Background: an optimization exercise with open tools, aiming at small area and a short achievable clock period. Do not read the settings as production practice.
Function was not checked in any run shown here: the RTL went through the layout flow alone.
No activity file was given, so power comes from the tool's default toggle rates.

<file path="flow/flow/run.sh">
#!/bin/bash
set -euo pipefail
MARGIN=7
BUFCELL=sky130_fd_sc_hd__buf_1
sed -e "s/SETUP_SLACK_MARGIN=[-0-9.]*/SETUP_SLACK_MARGIN=${MARGIN}/" \
    -e "s/\"\\\${@:-finish}\"/BUFFER_PORTS_ARGS=\"-buffer_cell ${BUFCELL}\" \"\${@:-finish}\"/" \
    standard.sh > layout.sh
bash standard.sh synth > make_synth.log 2>&1
bash layout.sh > make_layout.log 2>&1
</file>
<file path="flow/config.mk">
export PLATFORM = sky130hd
export DESIGN_NAME = alu_reg
export DESIGN_NICKNAME = alu_reg
export VERILOG_FILES = /design/flow/design.v
export SDC_FILE = /design/flow/constraint.sdc
export NUM_CORES = 4
export LEC_CHECK = 0
export ABC_AREA = 1
export CAP_MARGIN = 20
export CORE_MARGIN = 2
export CORE_UTILIZATION = 40
export CTS_BUF_LIST = sky130_fd_sc_hd__clkbuf_8
export SETUP_SLACK_MARGIN = 5
export SLEW_MARGIN = 20
export TNS_END_PERCENT = 0
</file>
<file path="flow/constraint.sdc">
create_clock -name core_clock -period 11.0 [get_ports {clk}]
set_input_delay 2.2000 -clock core_clock [delete_from_list [all_inputs] [get_ports {clk}]]
set_output_delay 2.2000 -clock core_clock [all_outputs]
set_load 0.01 [all_outputs]
</file>
<file path="flow/standard.sh">
#!/bin/bash
# synth_recipe.tcl (not shown) runs the flow's synth.tcl, then flattens the netlist and writes it again
# the make line also repeats each setting of config.mk as NAME=value (left out here)
make -C /OpenROAD-flow-scripts/flow DESIGN_CONFIG=/design/flow/config.mk WORK_HOME=/design/flow/orfs CLKGATE_MAP_FILE= SYNTH_SCRIPT=/design/flow/synth_recipe.tcl "${@:-finish}"
</file>
<file path="flow/design.v">
module alu_reg (
  input clk,
  input [7:0] a,
  input [7:0] b,
  input [3:0] mode,
  output reg [7:0] s,
  output reg cout
);
  reg [7:0] a_q, b_q;
  reg [3:0] mode_q;
  wire [7:0] s_w;
  wire cout_w;
  alu_8_bits alu (.s(s_w), .cout(cout_w), .mode(mode_q), .a(a_q), .b(b_q));
  always @(posedge clk) begin
    a_q <= a;
    b_q <= b;
    mode_q <= mode;
    s <= s_w;
    cout <= cout_w;
  end
endmodule

`timescale 1ns / 1ps
module alu_pfa #(parameter W = 2) (x, y, sum, co);
  input  [W-1:0] x, y;
  output [W-1:0] sum;
  output         co;
  localparam L = (W > 8) ? 4 : (W > 4) ? 3 : (W > 2) ? 2 : 1;
  wire [W-1:0] g [0:L];
  wire [W-1:0] p [0:L];
  assign g[0] = x & y;
  assign p[0] = x | y;
  genvar l, i;
  generate for (l = 0; l < L; l = l + 1) begin : lvl
    for (i = 0; i < W; i = i + 1) begin : bit_
      if ((i >> l) & 1) begin : join_
        localparam integer J = ((i >> l) << l) - 1;
        assign g[l+1][i] = g[l][i] | (p[l][i] & g[l][J]);
        assign p[l+1][i] = p[l][i] & p[l][J];
      end else begin : pass_
        assign g[l+1][i] = g[l][i];
        assign p[l+1][i] = p[l][i];
      end
    end
  end endgenerate
  assign sum = x ^ y ^ {g[L][W-2:0], 1'b0};
  assign co = g[L][W-1];
endmodule
module alu_div4_step #(parameter W = 2) (tn, d1, d2, d3, hz1, hz2, hz3, q, rn);
  input  [W-1:0] tn, d1, d2, d3;
  input          hz1, hz2, hz3;
  output [1:0]   q;
  output [W-1:0] rn;
  wire [W-1:0] y1, y2, y3;
  wire c1, c2, c3;
  alu_pfa #(W) u1 (.x(tn), .y(d1), .sum(y1), .co(c1));
  alu_pfa #(W) u2 (.x(tn), .y(d2), .sum(y2), .co(c2));
  alu_pfa #(W) u3 (.x(tn), .y(d3), .sum(y3), .co(c3));
  wire ge1 = hz1 & ~c1;
  wire ge2 = hz2 & ~c2;
  wire ge3 = hz3 & ~c3;
  assign q = {ge2, ge3 | (ge1 & ~ge2)};
  assign rn = ge3 ? y3 : ge2 ? y2 : ge1 ? y1 : tn;
endmodule
module alu_mul9(m0, m1, m2, m3, p);
  input [8:0] m0;
  input [6:0] m1;
  input [4:0] m2;
  input [2:0] m3;
  output [8:0] p;
  wire mw1 = m0[6] ^ m1[4];
  wire mw2 = m0[6] & m1[4];
  wire mw3 = m0[7] ^ m1[5] ^ m2[3];
  wire mw4 = (m0[7] & m1[5]) | (m0[7] & m2[3]) | (m1[5] & m2[3]);
  wire mw5 = m0[4] ^ m1[2];
  wire mw6 = m0[4] & m1[2];
  wire mw7 = m0[5] ^ m1[3] ^ m2[1];
  wire mw8 = (m0[5] & m1[3]) | (m0[5] & m2[1]) | (m1[3] & m2[1]);
  wire mw9 = m2[2] ^ m3[0] ^ mw1;
  wire mw10 = (m2[2] & m3[0]) | (m2[2] & mw1) | (m3[0] & mw1);
  wire mw11 = m3[1] ^ mw3 ^ mw2;
  wire mw12 = (m3[1] & mw3) | (m3[1] & mw2) | (mw3 & mw2);
  wire mw13 = m0[2] ^ m1[0];
  wire mw14 = m0[2] & m1[0];
  wire mw15 = m0[3] ^ m1[1] ^ mw14;
  wire mw16 = (m0[3] & m1[1]) | (m0[3] & mw14) | (m1[1] & mw14);
  wire mw17 = m2[0] ^ mw5 ^ mw16;
  wire mw18 = (m2[0] & mw5) | (m2[0] & mw16) | (mw5 & mw16);
  wire mw19 = mw7 ^ mw6 ^ mw18;
  wire mw20 = (mw7 & mw6) | (mw7 & mw18) | (mw6 & mw18);
  wire mw21 = mw9 ^ mw8 ^ mw20;
  wire mw22 = (mw9 & mw8) | (mw9 & mw20) | (mw8 & mw20);
  wire mw23 = mw11 ^ mw10 ^ mw22;
  wire mw24 = (mw11 & mw10) | (mw11 & mw22) | (mw10 & mw22);
  wire mw25 = m0[8] ^ m1[6] ^ m2[4] ^ m3[2] ^ mw4 ^ mw12 ^ mw24;
  assign p = {mw25, mw23, mw21, mw19, mw17, mw15, mw13, m0[1], m0[0]};
endmodule
module alu_8_bits(s, cout, mode, a, b);
  input [7:0] a, b;
  input [3:0] mode;
  output [7:0] s;
  output cout;
  wire [15:0] m = 16'd1 << mode;
  wire sub = m[1] | m[14];
  wire [7:0] bb = b ^ {8{sub}};
  wire [7:0] p = a ^ bb;
  wire [8:0] c;
  assign c[0] = sub;
  genvar j;
  generate for (j = 0; j < 8; j = j + 1) begin : add_
    assign c[j+1] = (a[j] & bb[j]) | (p[j] & c[j]);
  end endgenerate
  wire [8:0] sum = {c[8] ^ sub, p ^ c[7:0]};
  wire eq = ~|p;
  wire gt = c[8] & ~&p;
  wire [7:0] g = a & b;
  wire G = m[8] | m[9] | m[11] | m[12];
  wire P = m[9] | m[10] | m[11] | m[13];
  wire inv = m[11] | m[12] | m[13];
  wire lg = m[8] | m[9] | m[10] | inv;
  wire [7:0] f = ((g & {8{G}}) | (p & {8{P}})) ^ {8{inv}};
  wire [7:0] b3s; wire b3c;
  alu_pfa #(8) b3a (.x({1'b0, b[7:1]}), .y(b), .sum(b3s), .co(b3c));
  wire [9:0] b3 = {b3c, b3s, b[0]};
  function [8:0] pick(input [1:0] d, input [8:0] b1, input [8:0] b3x);
    case (d)
      2'd0: pick = 9'd0;
      2'd1: pick = b1;
      2'd2: pick = {b1[7:0], 1'b0};
      default: pick = b3x;
    endcase
  endfunction
  wire [8:0] m0 = pick(a[1:0], {1'b0, b}, b3[8:0]);
  wire [8:0] m1 = pick(a[3:2], {1'b0, b}, b3[8:0]);
  wire [8:0] m2 = pick(a[5:4], {1'b0, b}, b3[8:0]);
  wire [8:0] m3 = pick(a[7:6], {1'b0, b}, b3[8:0]);
  wire [8:0] prod;
  alu_mul9 mul (.m0(m0), .m1(m1[6:0]), .m2(m2[4:0]), .m3(m3[2:0]), .p(prod));
  wire [1:0] qa, qb, qc, qd;
  wire [1:0] ra; wire [3:0] rb; wire [5:0] rc; wire [7:0] rd;
  alu_div4_step #(2) d3s (.tn(~a[7:6]), .d1(b[1:0]), .d2({b[0], 1'b0}), .d3(b3[1:0]),
    .hz1(b[7:2] == 0), .hz2(b[7:1] == 0), .hz3(b <= 8'd1), .q(qa), .rn(ra));
  alu_div4_step #(4) d2s (.tn({ra, ~a[5:4]}), .d1(b[3:0]), .d2({b[2:0], 1'b0}), .d3(b3[3:0]),
    .hz1(b[7:4] == 0), .hz2(b[7:3] == 0), .hz3(b <= 8'd5), .q(qb), .rn(rb));
  alu_div4_step #(6) d1s (.tn({rb, ~a[3:2]}), .d1(b[5:0]), .d2({b[4:0], 1'b0}), .d3(b3[5:0]),
    .hz1(b[7:6] == 0), .hz2(b[7:5] == 0), .hz3(b <= 8'd21), .q(qc), .rn(rc));
  alu_div4_step #(8) d0s (.tn({rc, ~a[1:0]}), .d1(b[7:0]), .d2({b[6:0], 1'b0}), .d3(b3[7:0]),
    .hz1(1'b1), .hz2(~b[7]), .hz3(b <= 8'd85), .q(qd), .rn(rd));
  wire [7:0] quo = {qa, qb, qc, qd} & {8{|b}};
  wire ar  = m[0] | m[1];
  wire shl = m[4] | m[6];
  wire shr = m[5] | m[7];
  assign s = (sum[7:0] & {8{ar}}) | (prod[7:0] & {8{m[2]}}) | (quo & {8{m[3]}})
           | (f & {8{lg}}) | ({a[6:0], 1'b0} & {8{shl}}) | ({1'b0, a[7:1]} & {8{shr}})
           | {7'd0, (m[6] & a[7]) | (m[14] & gt) | (m[15] & eq)} | {m[7] & a[0], 7'd0};
  assign cout = (ar & sum[8]) | (m[2] & prod[8]) | (m[4] & a[7]) | inv;
endmodule
</file>
==> out/metrics.csv, run 1 <==
stage;metric;value;unit
worst_setup_path;path_max_fanout;7;
layout;final_area;5950;um2
worst_setup_path;worstRegToRegCells;30;
min_path;min_to;s[6]$_DFF_P_;
sta;setup_tns;0;ns
detailed_routing;post-route-drc-count;0;
floorplan;boundaryPins;30;
sta;maxSlewViolCount;0;
sta;fin_crit;4.81;ns
clock_network;hold_buffers;0;
global_route;grt_pass1_wl;25600;um
layout;fin_util;0.519;
global_route;grt_overflow;0;
yosys;synth.top_cell.area_share;0.178;
sta;worstMarginPinSlew;0.791;ns
sta;max_freq;208;MHz
worst_setup_path;worst_setup_path_end_kind;flip-flop;
detailed_routing;postRouteAntennaNets;0;
power_and_ir_drop;switchingPower;0.000275;W
yosys;post-synth-top-count-cell;nand2_1;
detailed_routing;finalWirelength;16100;um
floorplan;start_util;0.410;
power_and_ir_drop;powerDensity;102;nW/um2
floorplan;dieArea;12600;um2
clock_network;clk_pin_slew;0.07;ns
yosys;avgSynthCellArea;7.18;um2
sta;period_share;0.438;
min_path;hold_path_startpoint;mode_q[0]$_DFF_P_;
sta;fin_skew;0.0243;ns
yosys;synth_area_leader_cell;ha_1;
placed_design;routabilityCongestion;0.975;
job;drv_cap;0;
layout;drive_gt1_frac;0.271;
floorplan;die_h;112;um
min_path;hold_path.class;flip-flop to flip-flop;
power_and_ir_drop;cell_internal_pwr;0.000330;W
worst_setup_path;r2r-start;b_q[0]$_DFF_P_;
clock_network;cts_tree;done;
global_route;antenna_found_initial;0;
worst_setup_path;reg2reg_slack;6.19;ns
power_and_ir_drop;p_seq_frac;0.209;
power_and_ir_drop;p_comb_frac;0.581;
detailed_routing;post_drt_wl_per_cell;18.2;um
layout;final_nets;856;
detailed_routing;vias;4956;
global_route;grt_pass1_vias;4814;
yosys;synthesis.area;4700;um2
worst_setup_path;crit_slowest_cell;fa_2;
clock_network;cts.htree.levels;2;
placed_design;port_buffers;29;
yosys;synth_warnings;6;
floorplan;coreArea;11500;um2
layout;fillerInstances;1098;
yosys;synth_seq_cells;29;
power_and_ir_drop;leakage;2.80;nW
worst_setup_path;worstSetupPathType;flip-flop to flip-flop;
worst_setup_path;start_kind;flip-flop;
outcome;status;complete, no violations;
layout;area_growth;26.5;%
worst_setup_path;crit_required;11.24;ns
sta;finalHoldViolCount;0;
sta;relSlewSlack;0.470;
global_route;grt_use_total;0.256;
clock_network;cts_sinks;29;
sta;holdWs;0.651;ns
floorplan;fp.dieW;112;um
power_and_ir_drop;swShare;0.454;
yosys;ys_types;41;
sta;setup_viol;0;
yosys;syn_nets;771;
yosys;ys_seq_area_frac;0.123;
yosys;synth-edff-count;0;
sta;rsz0062_at_grt;true;
placed_design;postPlaceCellArea;5050;um2
clock_network;clock_latency;0.31;ns
global_route;grt_max_degree;16;
detailed_routing;first_pass_iters;5;
yosys;synth_cells;655;
worst_setup_path;crit_top_cell;nand2_1;
clock_network;cts_made_buffers;5;
floorplan;rows;39;
worst_setup_path;worstPathArrival;5.05;ns
worst_setup_path;max_stage_delay;0.47;ns
layout;antenna_cells;0;
clock_network;cts_root_buf;clkbuf_8;
yosys;ys_top_cells_by_area;ha_1, dfxtp_1, fa_1, nand2_1, inv_1;
min_path;hold-path-cell-count;2;
placed_design;dp_hpwl;11800;um
detailed_routing;viasPerCell;5.61;
power_and_ir_drop;clock_power_share;0.210;
power_and_ir_drop;peakVddDrop;0.0700;mV
worst_setup_path;r2r_end;s[0]$_DFF_P_;
yosys;synth_flop_cell;dfxtp_1;
yosys;async_flop_share;0;
yosys;synthTopCellsByCount;nand2_1, inv_1, ha_1;
clock_network;clk_path_buf_depth;2;
detailed_routing;drt_iter0_markers;649;
[cell families (layout without fill, tap and decap cells)]
group           count (synthesis)  in the layout  synth area share
buf+inv                       122            208            0.0982
simple gates                  245            245             0.245
xor+xnor                       36             36            0.0670
fa+ha+maj                      95             95             0.297
flops                          29             29             0.123
compound gates                128            128             0.169
[layout make-up]
| cell class | instances | area [um2] | area share |
|---|---|---|---|
| Tap cell | 143 | 179 | 0.0301 |
| Multi-Input combinational cell | 504 | 4000 | 0.673 |
| Clock buffer | 6 | 82.6 | 0.0139 |
| Inverter | 113 | 473 | 0.0795 |
| Clock inverter | 2 | 37.5 | 0.00631 |
| Timing Repair Buffer | 87 | 556 | 0.0934 |
| Sequential cell | 29 | 618 | 0.104 |
[worst max-delay path: cells and delay by family (launching register included)]
family                     cells  cell delay [ns]
buffers and inverters          8             1.00
and+or+nand+nor               13             0.96
xor gates and xnor gates       1             0.18
DFF                            1             0.40
AOI/OAI and AO/OA              3             0.63
adders and majority gates      5             1.59
[metal layers]
metal	track usage	part of all wire	wire length (um)
met1	0.367	0.45	7250
met2	0.406	0.45	7210
met3	0.0346	0.077	1240
met4	0.0707	0.026	418
met5	0	0	0
[state kept, by name (all words and copies together), names as in the netlist]
register  count
a_q           8
b_q           8
s             8
mode_q        4
cout          1
[cells in the final DEF, fill, tap and decap left out, drive strengths merged, types with 3 or more instances in the layout]
cell	Yosys	routed
clkinvlp	0	6
xor2	28	28
a31oi	4	4
o211ai	8	8
inv	106	101
nor2	33	33
xnor2	8	8
clkinv	7	7
clkbuf	6	6
fa	28	28
o21ai	39	39
nand4	6	6
buf	3	87
o32ai	3	3
ha	67	67
o221ai	7	7
nand2	137	137
o22ai	16	16
a21oi	31	31
or2	7	7
nand3	57	57
nor3	4	4
dfxtp	29	29
a221oi	7	7
[metrics by stage]
stage / setup WS [ns] / total power (W) / std cells
after floorplan: 6.46 / 0.000346 / 655
after global placement: 5.32 / 0.000424 / 818
after detailed placement: 5.26 / 0.000424 / 818
after CTS: 6.38 / 0.000589 / 872
after global routing: 5.93 / 0.000651 / 884
final: 6.19 / 0.000605 / 884
[worst max path at each step]
stage,start,end,slack [ns],depth (start not counted)
6_report,b_q[0]$_DFF_P_,s[0]$_DFF_P_,6.19,30
3_3_place_gp,b_q[4]$_DFF_P_,s[0]$_DFF_P_,5.32,32
4_1_cts,b_q[1]$_DFF_P_,s[0]$_DFF_P_,6.38,33
3_5_place_dp,b_q[4]$_DFF_P_,s[0]$_DFF_P_,5.26,32
5_1_grt,a_q[6]$_DFF_P_,s[0]$_DFF_P_,5.93,36
2_1_floorplan,b_q[1]$_DFF_P_,s[0]$_DFF_P_,6.46,35
[power groups by stage]
stage / Combinational (W) / Clock, W / Sequential [W]
3_3_place_gp: 0.000290 / 0 / 0.000134
3_5_place_dp: 0.000290 / 0 / 0.000134
6_report: 0.000352 / 0.000127 / 0.000126
4_1_cts: 0.000334 / 0.000129 / 0.000126
2_1_floorplan: 0.000215 / 0 / 0.000130
5_1_grt: 0.000391 / 0.000133 / 0.000127
[repair_timing]
| action | CTS | global route |
|---|---|---|
| pin swaps | 42 | 21 |
| gates resized for setup | 90 | 13 |
| setup endpoints to repair | 8 | 8 |
| buffers inserted | 46 | 12 |
==> run 2, diff against run 1 <==
==> flow/flow/run.sh (replaced) <==
#!/bin/bash
set -euo pipefail
MARGIN=7
BUFCELL=sky130_fd_sc_hd__buf_1
sed -e "s/SETUP_SLACK_MARGIN=[-0-9.]*/SETUP_SLACK_MARGIN=${MARGIN}/" \
    -e "s/\"\\\${@:-finish}\"/BUFFER_PORTS_ARGS=\"-buffer_cell ${BUFCELL}\" SETUP_MOVE_SEQUENCE=unbuffer,sizeup,swap \"\${@:-finish}\"/" \
    standard.sh > layout.sh
bash standard.sh synth > make_synth.log 2>&1
bash layout.sh > make_layout.log 2>&1
==> out/metrics.csv, run 2 <==
stage;metric;value;unit;change
outcome;status;complete, no violations;;
sta;finalHoldViolCount;0;;unchanged
sta;relSlewSlack;0.488;;+0.0184
worst_setup_path;start_kind;flip-flop;;
layout;biggestRegsByFlops;a_q (8), b_q (8), s (8);;
clock_network;cts_tree;done;;
global_route;grt_use_total;0.244;;-0.0120
floorplan;rows;39;;unchanged
detailed_routing;postRouteAntennaNets;0;;unchanged
sta;setup_viol;0;;unchanged
power_and_ir_drop;powerDensity;105;nW/um2;+3.8%
yosys;ys_top_cells_by_area;ha_1, dfxtp_1, fa_1, nand2_1, inv_1;;
global_route;grt_pass1_vias;4521;;-6.1%
layout;area_growth;12.4;%;
layout;fillerInstances;1157;;+5.4%
sta;fin_crit;5.16;ns;+0.350 ns
floorplan;boundaryPins;30;;unchanged
placed_design;dp_slack;5.26;ns;unchanged
yosys;synth_flop_cell;dfxtp_1;;
job;drv_cap;0;;unchanged
yosys;ys_types;41;;unchanged
sta;setup_tns;0;ns;unchanged
detailed_routing;first_pass_iters;5;;unchanged
floorplan;die_h;112;um;unchanged
sta;fin_skew;0.0164;ns;-0.00792 ns
yosys;async_flop_share;0;;unchanged
sta;worstMarginPinSlew;0.764;ns;-0.0274 ns
sta;worst_slack;5.84;ns;-0.350 ns
clock_network;hold_buffers;0;;unchanged
clock_network;cts_made_buffers;5;;unchanged
worst_setup_path;critPathBufInv;6;;-2
yosys;synth_area_leader_cell;ha_1;;
worst_setup_path;crit_required;11.19;ns;-0.05 ns
yosys;ys_seq_area_frac;0.123;;unchanged
worst_setup_path;path_max_fanout;15;;+8
detailed_routing;post-route-drc-count;0;;unchanged
min_path;hold_path.class;flip-flop to flip-flop;;
placed_design;dp_hpwl;11800;um;unchanged
clock_network;cts.htree.levels;2;;unchanged
clock_network;cts_root_buf;clkbuf_8;;
worst_setup_path;crit_slowest_cell;dfxtp_4;;
worst_setup_path;worst_setup_path_end_kind;flip-flop;;
layout;final_common_cell;nand2_1;;
detailed_routing;viasPerCell;5.60;;-0.15%
global_route;antenna_found_initial;0;;unchanged
floorplan;coreArea;11500;um2;unchanged
yosys;avgSynthCellArea;7.18;um2;unchanged
worst_setup_path;cp_top_family;adder cells;;
sta;rsz0062_at_grt;true;;
detailed_routing;post_drt_wl_per_cell;18.1;um;-0.50%
detailed_routing;finalWirelength;15000;um;-7.0%
worst_setup_path;worstSetupPathType;flip-flop to flip-flop;;
yosys;synth_seq_cells;29;;unchanged
placed_design;port_buffers;29;;unchanged
layout;final_cell_mix;nand2_1, inv_1, ha_1, nand3_1, o21ai_0;;
worst_setup_path;max_stage_delay;0.52;ns;+0.05 ns
worst_setup_path;crit_top_cell;nand2_1;;
global_route;grt_pass1_wl;24400;um;-4.7%
placed_design;routabilityCongestion;0.975;;unchanged
clock_network;cts_sinks;29;;unchanged
clock_network;clk_path_buf_depth;2;;unchanged
sta;maxSlewViolCount;0;;unchanged
sta;max_freq;194;MHz;-6.8%
worst_setup_path;worstPathArrival;5.35;ns;+0.30 ns
yosys;synthesis.area;4700;um2;unchanged
floorplan;dieArea;12600;um2;unchanged
sta;period_share;0.469;;+0.0319
yosys;synth-edff-count;0;;unchanged
yosys;syn_nets;771;;unchanged
global_route;grt_max_degree;19;;+3
power_and_ir_drop;peakVddDrop;0.0719;mV;+2.8%
layout;drive_gt1_frac;0.141;;-0.131
global_route;grt_overflow;0;;unchanged
yosys;post-synth-top-count-cell;nand2_1;;
yosys;synth_warnings;6;;unchanged
layout;final_nets;798;;-6.8%
power_and_ir_drop;leakage;2.53;nW;-9.7%
floorplan;start_util;0.410;;unchanged
detailed_routing;drt_iter0_markers;474;;-27%
floorplan;fp.dieW;112;um;unchanged
clock_network;clk_pin_slew;0.07;ns;about the same
detailed_routing;vias;4624;;-6.7%
yosys;synth_cells;655;;unchanged
yosys;synth.top_cell.area_share;0.178;;unchanged
clock_network;clock_latency;0.30;ns;about the same
yosys;synthTopCellsByCount;nand2_1, inv_1, ha_1;;
layout;antenna_cells;0;;unchanged
## run 2: cell counts after synthesis
No cell type changed its count.
## run 2: layout make-up
cell class,instances,area (um2),area share
multi-input combinational,504,3830,0.724
inverter,113,448,0.0848
sequential,29,603,0.114
clock inverter,2,37.5,0.00710
clock buffer,6,82.6,0.0156
timing repair buffer,29,109,0.0206
tap,143,179,0.0339
## run 2: final timing paths
check / startpoint / to / slack, ns / cells after the start
min: mode_q[0]$_DFF_P_ / s[6]$_DFF_P_ / 0.65 / 2
max reg2reg: b_q[1]$_DFF_P_ / s[0]$_DFF_P_ / 5.84 / 32
min reg2reg: mode_q[0]$_DFF_P_ / s[6]$_DFF_P_ / 0.65 / 2
max: b_q[1]$_DFF_P_ / s[0]$_DFF_P_ / 5.84 / 32
## run 2: routing by layer
metal,part of all wire,global-route usage
met4,0.020,0.0610
met5,0,0
met1,0.47,0.353
met3,0.068,0.0367
met2,0.44,0.384
## run 2: power breakdown
group          total [W]  switching [W]  internal, W
clock           0.000125      0.0000514    0.0000737
sequential      0.000132      0.0000165     0.000116
combinational   0.000300       0.000188     0.000113
total           0.000558       0.000255     0.000302
## run 2: logic make-up after synthesis
kind of cell	Yosys count	share of synthesized area
buffers and inverters	122	0.0982
AOI/OAI and AO/OA	128	0.169
xor gates and xnor gates	36	0.0670
adders and majority gates	95	0.297
and+or+nand+nor	245	0.245
DFF	29	0.123
## run 2: stage by stage
stage                     cell area [um2]  hold slack [ns]   util  power [W]  cells
after floorplan                      4810            0.578      -   0.000346    655
after detailed placement             5050            0.627  0.440   0.000424    818
after global placement               5050            0.668  0.440   0.000424    818
after global routing                 5290            0.693  0.461   0.000607    826
final                                5290            0.651  0.461   0.000558    826
after CTS                            5260            0.648  0.459   0.000557    826
## run 2: timing repair
item,in CTS,in global routing
pin swaps,12,8
endpoints found under the setup margin,8,8
gates resized for setup,25,4
setup buffers,0,0
## run 2: worst reg2reg max path: cells and delay by family, from the launching register on
family / cells / cell delay (ns)
AOI/OAI and AO/OA: 6 / 0.89
xor gates and xnor gates: 1 / 0.15
DFF: 1 / 0.52
and+or+nand+nor: 14 / 1.23
buffers and inverters: 6 / 0.71
adders and majority gates: 5 / 1.57
==> run 3, diff against run 2 <==
==> flow/flow/run.sh (replaced) <==
#!/bin/bash
set -euo pipefail
MARGIN=7
BUFCELL=sky130_fd_sc_hd__buf_1
sed -e "s/SETUP_SLACK_MARGIN=[-0-9.]*/SETUP_SLACK_MARGIN=${MARGIN}/" \
    -e "s/\"\\\${@:-finish}\"/BUFFER_PORTS_ARGS=\"-buffer_cell ${BUFCELL}\" SETUP_MOVE_SEQUENCE=unbuffer,sizeup,swap,clone \"\${@:-finish}\"/" \
    standard.sh > layout.sh
bash standard.sh synth > make_synth.log 2>&1
bash layout.sh > make_layout.log 2>&1
==> out/metrics.csv, run 3 <==
stage;metric;value;unit;change
layout;fin_cells;830;;+0.48%
sta;setup_viol;0;;unchanged
floorplan;start_util;0.410;;unchanged
worst_setup_path;crit_slowest_cell;fa_1;;
worst_setup_path;cp_top_family;adder cells;;
floorplan;fp.dieW;112;um;unchanged
floorplan;boundaryPins;30;;unchanged
placed_design;post-place-cells;818;;unchanged
global_route;grt_pass1_vias;4568;;+1.0%
clock_network;cts.htree.levels;2;;unchanged
worst_setup_path;max_stage_delay;0.46;ns;-0.06 ns
sta;max_freq;198;MHz;+2.2%
global_route;grt_pass1_wl;24800;um;+1.6%
yosys;synth_cells;655;;unchanged
sta;setup_tns;0;ns;unchanged
power_and_ir_drop;powerDensity;105;nW/um2;-0.66%
placed_design;dp_hpwl;11800;um;unchanged
worst_setup_path;cp_cell_sequence;ha_1 -> fa_1 -> a21oi_1 -> nor2_1 -> nor2_2 -> fa_2 -> xor2_2 -> inv_1 -> o221ai_2 -> inv_1 -> ha_1 -> inv_1 -> fa_1 -> fa_1 -> fa_1 -> xor2_1 -> xnor2_1 -> xor2_1 -> a21oi_1 -> o21ai_0 -> nand3_1;;
sta;holdWs;0.649;ns;-0.00182 ns
sta;rsz0062_at_grt;true;;
detailed_routing;vias;4708;;+1.8%
outcome;status;complete, no violations;;
worst_setup_path;start_kind;flip-flop;;
yosys;synth.top_cell.area_share;0.178;;unchanged
power_and_ir_drop;leakage;2.54;nW;+0.22%
power_and_ir_drop;total_power;0.000568;W;+1.9%
clock_network;cts_setup_buffers;0;;unchanged
worst_setup_path;crit_top_cell;fa_1;;
worst_setup_path;critPathBufInv;3;;-3
detailed_routing;postRouteAntennaNets;0;;unchanged
worst_setup_path;worst_setup_path_end_kind;flip-flop;;
power_and_ir_drop;peakVddDrop;0.0717;mV;-0.29%
job;drv_cap;0;;unchanged
detailed_routing;post-route-drc-count;0;;unchanged
min_path;hold-path-cell-count;2;;unchanged
layout;antenna_cells;0;;unchanged
detailed_routing;drt_iter0_markers;494;;+4.2%
sta;maxSlewViolCount;0;;unchanged
clock_network;clk_path_buf_depth;2;;unchanged
yosys;ys_seq_area_frac;0.123;;unchanged
floorplan;rows;39;;unchanged
clock_network;cts_tree;done;;
sta;worstMarginPinSlew;0.770;ns;+0.00647 ns
layout;final_cell_mix;nand2_1, inv_1, ha_1, nand3_1, o21ai_0;;
worst_setup_path;cp.depth;21;;-34%
worst_setup_path;worstSetupPathType;flip-flop to flip-flop;;
worst_setup_path;path_max_fanout;18;;+3
floorplan;die_h;112;um;unchanged
detailed_routing;viasPerCell;5.67;;+1.3%
yosys;synth-edff-count;0;;unchanged
detailed_routing;post_drt_wl_per_cell;18.5;um;+1.7%
global_route;grt_overflow;0;;unchanged
clock_network;cts_made_buffers;5;;unchanged
yosys;synth_warnings;6;;unchanged
worst_setup_path;worstPathArrival;5.23;ns;-0.12 ns
sta;period_share;0.460;;-0.00990
yosys;ys_top_cells_by_area;ha_1, dfxtp_1, fa_1, nand2_1, inv_1;;
global_route;antenna_found_initial;0;;unchanged
global_route;grt_use_total;0.248;;+0.00412
yosys;ys_types;41;;unchanged
sta;relSlewSlack;0.484;;-0.00433
yosys;syn_nets;771;;unchanged
yosys;synth_seq_cells;29;;unchanged
placed_design;routabilityCongestion;0.975;;unchanged
clock_network;clk_pin_slew;0.07;ns;about the same
layout;fin_util;0.473;;+0.0120
sta;finalHoldViolCount;0;;unchanged
clock_network;cts_sinks;29;;unchanged
global_route;grt_max_degree;19;;unchanged
sta;fin_skew;0.0191;ns;+0.00271 ns
detailed_routing;finalWirelength;15300;um;+2.2%
floorplan;dieArea;12600;um2;unchanged
yosys;async_flop_share;0;;unchanged
clock_network;clock_latency;0.31;ns;about the same
placed_design;port_buffers;29;;unchanged
yosys;avgSynthCellArea;7.18;um2;unchanged
yosys;post-synth-top-count-cell;nand2_1;;
yosys;synth_flop_cell;dfxtp_1;;
yosys;synthTopCellsByCount;nand2_1, inv_1, ha_1;;
yosys;synthesis.area;4700;um2;unchanged
layout;final_common_cell;nand2_1;;
layout;biggestRegsByFlops;a_q (8), b_q (8), s (8);;
layout;drive_gt1_frac;0.172;;+0.0312
worst_setup_path;crit_required;11.17;ns;-0.02 ns
worst_setup_path;worstRegToRegCells;21;;-34%
layout;area_growth;15.3;%;
floorplan;coreArea;11500;um2;unchanged
yosys;synth_area_leader_cell;ha_1;;
layout;final_nets;802;;+0.50%
detailed_routing;first_pass_iters;5;;unchanged
layout;fillerInstances;1145;;-1.0%
clock_network;cts_root_buf;clkbuf_8;;
sta;fin_crit;5.06;ns;-0.109 ns
min_path;hold_path.class;flip-flop to flip-flop;;
run 3: cell counts after synthesis:
No cell type changed its count.
run 3: cell type report:
| class | instances | area (um2) | share of cell area |
|---|---|---|---|
| clock buffer | 6 | 82.6 | 0.0152 |
| multi-input combinational | 505 | 3930 | 0.725 |
| sequential | 29 | 609 | 0.112 |
| clock inverter | 2 | 37.5 | 0.00692 |
| tap | 143 | 179 | 0.0330 |
| inverter | 113 | 462 | 0.0851 |
| timing repair buffer | 29 | 109 | 0.0201 |
| timing repair inverter | 3 | 15.0 | 0.00277 |
run 3: worst min-delay path, stage by stage (launching register included):
cell and delay (ns):
dfxtp_1 0.37, nand3_1 0.10, o2111ai_1 0.11
run 3: through the flow:
step                area (um2)  setup WS [ns]
global placement          5050           5.32
detailed placement        5050           5.26
global route              5420           5.59
CTS                       5330           6.02
finish                    5420           5.94
floorplan                 4810           6.46
run 3: where the power goes:
| part | switching (W) | internal, W | leakage [nW] |
|---|---|---|---|
| sequential | 0.0000173 | 0.000115 | 0.247 |
| combinational | 0.000193 | 0.000117 | 2.23 |
| clock | 0.0000518 | 0.0000737 | 0.0574 |
run 3: repair_timing:
item                       in CTS  in global routing
gates cloned                    4                  0
resized for setup              35                 24
setup endpoints to repair       8                  8
pin swaps                      16                 27
hold buffers                    0                  0
run 3: kinds of logic (layout without fill, tap and decap cells):
| group | after synthesis | in the layout | synth area share |
|---|---|---|---|
| fa+ha+maj | 95 | 95 | 0.297 |
| flops | 29 | 29 | 0.123 |
| xor+xnor | 36 | 36 | 0.0670 |
| compound gates | 128 | 128 | 0.169 |
| simple gates | 245 | 246 | 0.245 |
| buf+inv | 122 | 153 | 0.0982 |
run 3: worst paths after layout:
| check | start | to | slack (ns) |
|---|---|---|---|
| hold reg to reg | mode_q[0]$_DFF_P_ | s[6]$_DFF_P_ | 0.65 |
| setup / recovery | b_q[0]$_DFF_P_ | cout$_DFF_P_ | 5.94 |
| hold / removal | mode_q[0]$_DFF_P_ | s[6]$_DFF_P_ | 0.65 |
| setup reg to reg | b_q[0]$_DFF_P_ | cout$_DFF_P_ | 5.94 |
run 3: layer usage:
metal	track usage	vias up	part of all wire
met4	0.0642	0	0.022
met1	0.353	2209	0.45
met5	0	-	0
met2	0.394	230	0.45
met3	0.0405	38	0.084
li1	-	2231	-
==> run 4, diff against run 3 <==
==> flow/flow/run.sh (replaced) <==
#!/bin/bash
set -euo pipefail
MARGIN=7
BUFCELL=sky130_fd_sc_hd__buf_1
sed -e "s/SETUP_SLACK_MARGIN=[-0-9.]*/SETUP_SLACK_MARGIN=${MARGIN}/" \
    -e "s/\"\\\${@:-finish}\"/BUFFER_PORTS_ARGS=\"-buffer_cell ${BUFCELL}\" SETUP_MOVE_SEQUENCE=unbuffer,sizeup,swap,clone,split \"\${@:-finish}\"/" \
    standard.sh > layout.sh
bash standard.sh synth > make_synth.log 2>&1
bash layout.sh > make_layout.log 2>&1
==> out/metrics.csv, run 4 <==
stage;metric;value;unit;change
outcome;status;complete, no violations;;
yosys;synth_seq_cells;29;;unchanged
placed_design;port_buffers;29;;unchanged
detailed_routing;post-route-drc-count;0;;unchanged
layout;drive_gt1_frac;0.204;;+0.0320
placed_design;post-place-cells;818;;unchanged
placed_design;dp_hpwl;11800;um;unchanged
min_path;min_to;s[6]$_DFF_P_;;
yosys;synth_area_leader_cell;ha_1;;
power_and_ir_drop;peakVddDrop;0.0691;mV;-3.6%
job;drv_cap;0;;unchanged
worst_setup_path;max_stage_delay;0.45;ns;about the same
floorplan;fp.dieW;112;um;unchanged
sta;setup_viol;0;;unchanged
yosys;synth_warnings;6;;unchanged
layout;final_common_cell;nand2_1;;
worst_setup_path;crit_required;11.19;ns;+0.02 ns
clock_network;cts_sinks;29;;unchanged
floorplan;rows;39;;unchanged
sta;relSlewSlack;0.484;;about the same
floorplan;boundaryPins;30;;unchanged
clock_network;cts_made_buffers;5;;unchanged
yosys;synth_fa_ha_area_frac;0.297;;unchanged
yosys;synth-compound-area-share;0.169;;unchanged
yosys;post-synth-top-count-cell;nand2_1;;
global_route;grt_pass1_vias;4696;;+2.8%
yosys;ys_seq_area_frac;0.123;;unchanged
sta;fin_skew;0.0200;ns;+0.000917 ns
worst_setup_path;path_max_fanout;6;;-12
floorplan;die_h;112;um;unchanged
worst_setup_path;worstPathArrival;5.12;ns;-0.11 ns
worst_setup_path;crit_top_cell;nand2_1;;
min_path;hold_path_startpoint;mode_q[0]$_DFF_P_;;
floorplan;dieArea;12600;um2;unchanged
yosys;synthTopCellsByCount;nand2_1, inv_1, ha_1;;
yosys;ys_types;41;;unchanged
layout;final_nets;812;;+1.2%
power_and_ir_drop;total_power;0.000578;W;+1.6%
floorplan;start_util;0.410;;unchanged
yosys;ys_top_cells_by_area;ha_1, dfxtp_1, fa_1, nand2_1, inv_1;;
worst_setup_path;start_kind;flip-flop;;
worst_setup_path;worstSetupPathType;flip-flop to flip-flop;;
layout;final_cell_mix;nand2_1, inv_1, ha_1, nand3_1, o21ai_0;;
sta;finalHoldViolCount;0;;unchanged
yosys;synthXorXnorAreaFrac;0.0670;;unchanged
detailed_routing;drt_iter0_markers;628;;+27%
detailed_routing;vias;4849;;+3.0%
global_route;grt_use_total;0.263;;+0.0143
yosys;syn_nets;771;;unchanged
sta;worstMarginPinSlew;0.770;ns;-0.000347 ns
min_path;hold_path.class;flip-flop to flip-flop;;
power_and_ir_drop;leakage;2.57;nW;+1.5%
sta;period_share;0.448;;-0.0116
global_route;grt_max_degree;16;;-3
worst_setup_path;r2r_end;s[0]$_DFF_P_;;
worst_setup_path;reg2reg_slack;6.07;ns;+0.13 ns
worst_setup_path;worstRegToRegCells;32;;+52%
sta;fin_crit;4.93;ns;-0.127 ns
floorplan;coreArea;11500;um2;unchanged
layout;area_growth;17.6;%;
global_route;antenna_found_initial;0;;unchanged
layout;fin_util;0.482;;+0.00949
detailed_routing;postRouteAntennaNets;0;;unchanged
yosys;synthSimpleGateAreaFrac;0.245;;unchanged
detailed_routing;finalWirelength;16300;um;+6.3%
clock_network;clk_pin_slew;0.07;ns;about the same
sta;setup_tns;0;ns;unchanged
power_and_ir_drop;powerDensity;104;nW/um2;-0.36%
detailed_routing;first_pass_iters;5;;unchanged
worst_setup_path;worst_setup_path_end_kind;flip-flop;;
yosys;synth_top_family_by_area;adder cells;;
clock_network;cts_root_buf;clkbuf_8;;
clock_network;clock_latency;0.31;ns;about the same
global_route;grt_overflow;0;;unchanged
sta;rsz0062_at_grt;true;;
clock_network;clk_path_buf_depth;2;;unchanged
yosys;synth-edff-count;0;;unchanged
yosys;synth_cells;655;;unchanged
yosys;muxShareOfSynthArea;0;;unchanged
clock_network;cts.htree.levels;2;;unchanged
yosys;async_flop_share;0;;unchanged
layout;fin_cells;840;;+1.2%
layout;biggestRegsByFlops;a_q (8), b_q (8), s (8);;
clock_network;hold_buffers;0;;unchanged
sta;max_freq;203;MHz;+2.6%
placed_design;routabilityCongestion;0.975;;unchanged
min_path;hold-path-cell-count;2;;unchanged
clock_network;cts_tree;done;;
sta;maxSlewViolCount;0;;unchanged
yosys;avgSynthCellArea;7.18;um2;unchanged
detailed_routing;viasPerCell;5.77;;+1.8%
layout;antenna_cells;0;;unchanged
global_route;grt_pass1_wl;26000;um;+4.9%
detailed_routing;post_drt_wl_per_cell;19.4;um;+5.1%
yosys;synth_flop_cell;dfxtp_1;;
worst_setup_path;r2r-start;b_q[1]$_DFF_P_;;
yosys;synth.top_cell.area_share;0.178;;unchanged
yosys;synthesis.area;4700;um2;unchanged
worst_setup_path;crit_slowest_cell;dfxtp_4;;
layout;fillerInstances;1135;;-0.87%
## run 4: changes by cell type in the layout (fill, tap and decap cells not counted), sizes merged
cell | before | now
clkinvlp | 7 | 8
inv | 104 | 102
clkinv | 6 | 7
buf | 29 | 39
## run 4: cell type report
| type | instances | area, um2 | area share |
|---|---|---|---|
| Multi-Input combinational cell | 505 | 3960 | 0.716 |
| Sequential cell | 29 | 616 | 0.111 |
| Inverter | 113 | 470 | 0.0850 |
| Tap cell | 143 | 179 | 0.0323 |
| Timing Repair Buffer | 39 | 171 | 0.0310 |
| Clock buffer | 6 | 82.6 | 0.0149 |
| Clock inverter | 2 | 37.5 | 0.00679 |
| Timing Repair inverter | 3 | 15.0 | 0.00271 |
## run 4: worst max-delay path by stage
stage / start / slack, ns / to / cells after the start
6_report: b_q[1]$_DFF_P_ / 6.07 / s[0]$_DFF_P_ / 32
5_1_grt: b_q[1]$_DFF_P_ / 5.77 / s[0]$_DFF_P_ / 34
4_1_cts: b_q[1]$_DFF_P_ / 6.18 / s[0]$_DFF_P_ / 34
3_5_place_dp: b_q[4]$_DFF_P_ / 5.26 / s[0]$_DFF_P_ / 32
3_3_place_gp: b_q[4]$_DFF_P_ / 5.32 / s[0]$_DFF_P_ / 32
2_1_floorplan: b_q[1]$_DFF_P_ / 6.46 / s[0]$_DFF_P_ / 35
## run 4: critical path, delay by kind of cell (launching register included)
kind | cells | cell delay (ns)
adder cells (fa/ha/maj) | 5 | 1.51
AND/OR/NAND/NOR | 14 | 1.21
AO/OA/AOI/OAI | 6 | 0.90
buffers and inverters | 6 | 0.56
flip-flops | 1 | 0.45
XOR/XNOR | 1 | 0.18
## run 4: report_power, final
group | leakage (nW) | total (W) | internal, W | switching [W]
Combinational | 2.27 | 0.000322 | 0.000121 | 0.000201
Clock | 0.0574 | 0.000126 | 0.0000737 | 0.0000527
Sequential | 0.248 | 0.000129 | 0.000115 | 0.0000140
Total | 2.57 | 0.000578 | 0.000310 | 0.000268
## run 4: per-stage QoR
step | setup slack (ns) | hold WS, ns | instance area [um2]
after CTS | 6.18 | 0.648 | 5480
final | 6.07 | 0.650 | 5530
after detailed placement | 5.26 | 0.627 | 5050
after floorplan | 6.46 | 0.578 | 4810
after global placement | 5.32 | 0.668 | 5050
after global routing | 5.77 | 0.694 | 5530
## run 4: cells by family after synthesis
kind of cell | Yosys count
AND/OR/NAND/NOR | 245
XOR/XNOR | 36
flip-flops | 29
adder cells (fa/ha/maj) | 95
buffers and inverters | 122
AO/OA/AOI/OAI | 128
## run 4: metal layers
layer / vias to the layer above / global-route usage / share of wire
met4: 0 / 0.0829 / 0.031
met3: 55 / 0.0351 / 0.084
met1: 2289 / 0.376 / 0.44
met2: 245 / 0.412 / 0.44
met5: - / 0 / 0
li1: 2260 / - / -
## run 4: timing repair
item,4_1_cts,5_1_grt
resized for setup,67,11
gates cloned,4,0
setup endpoints to repair,8,8
setup buffers,10,0
pin swaps,36,20

==> static timing again, ports no longer ideal <==
How much do the figures lean on ideal ports? The routed layouts below were timed once more, with nothing changed but the port constraints. Step 1, drivers: a clkbuf_16 drives clk and a buf_2 each remaining input, both assumed. Step 2 times the ports against the registers' clock, not the clock port: input delays grow and output delays shrink by t, the midpoint of the rising clock arrivals with the driver on. Three values: ideal ports, drivers, drivers and shift; two values: the first two.
| run | shift t [ns] | setup slack, ns | worst hold slack (ns) | worst setup path after step 2 |
|---|---|---|---|---|
| run 1 | 0.337 | 6.186 / 6.186 / 6.186 | 0.651 / 0.651 / 0.651 | register to register |
| run 2 | 0.330 | 5.836 / 5.836 / 5.836 | 0.651 / 0.651 / 0.651 | register to register |
| run 3 | 0.331 | 5.945 / 5.945 / 5.945 | 0.649 / 0.649 / 0.649 | register to register |
| run 4 | 0.339 | 6.072 / 6.072 / 6.072 | 0.650 / 0.650 / 0.650 | register to register |
After both steps every run listed still meets setup and hold.
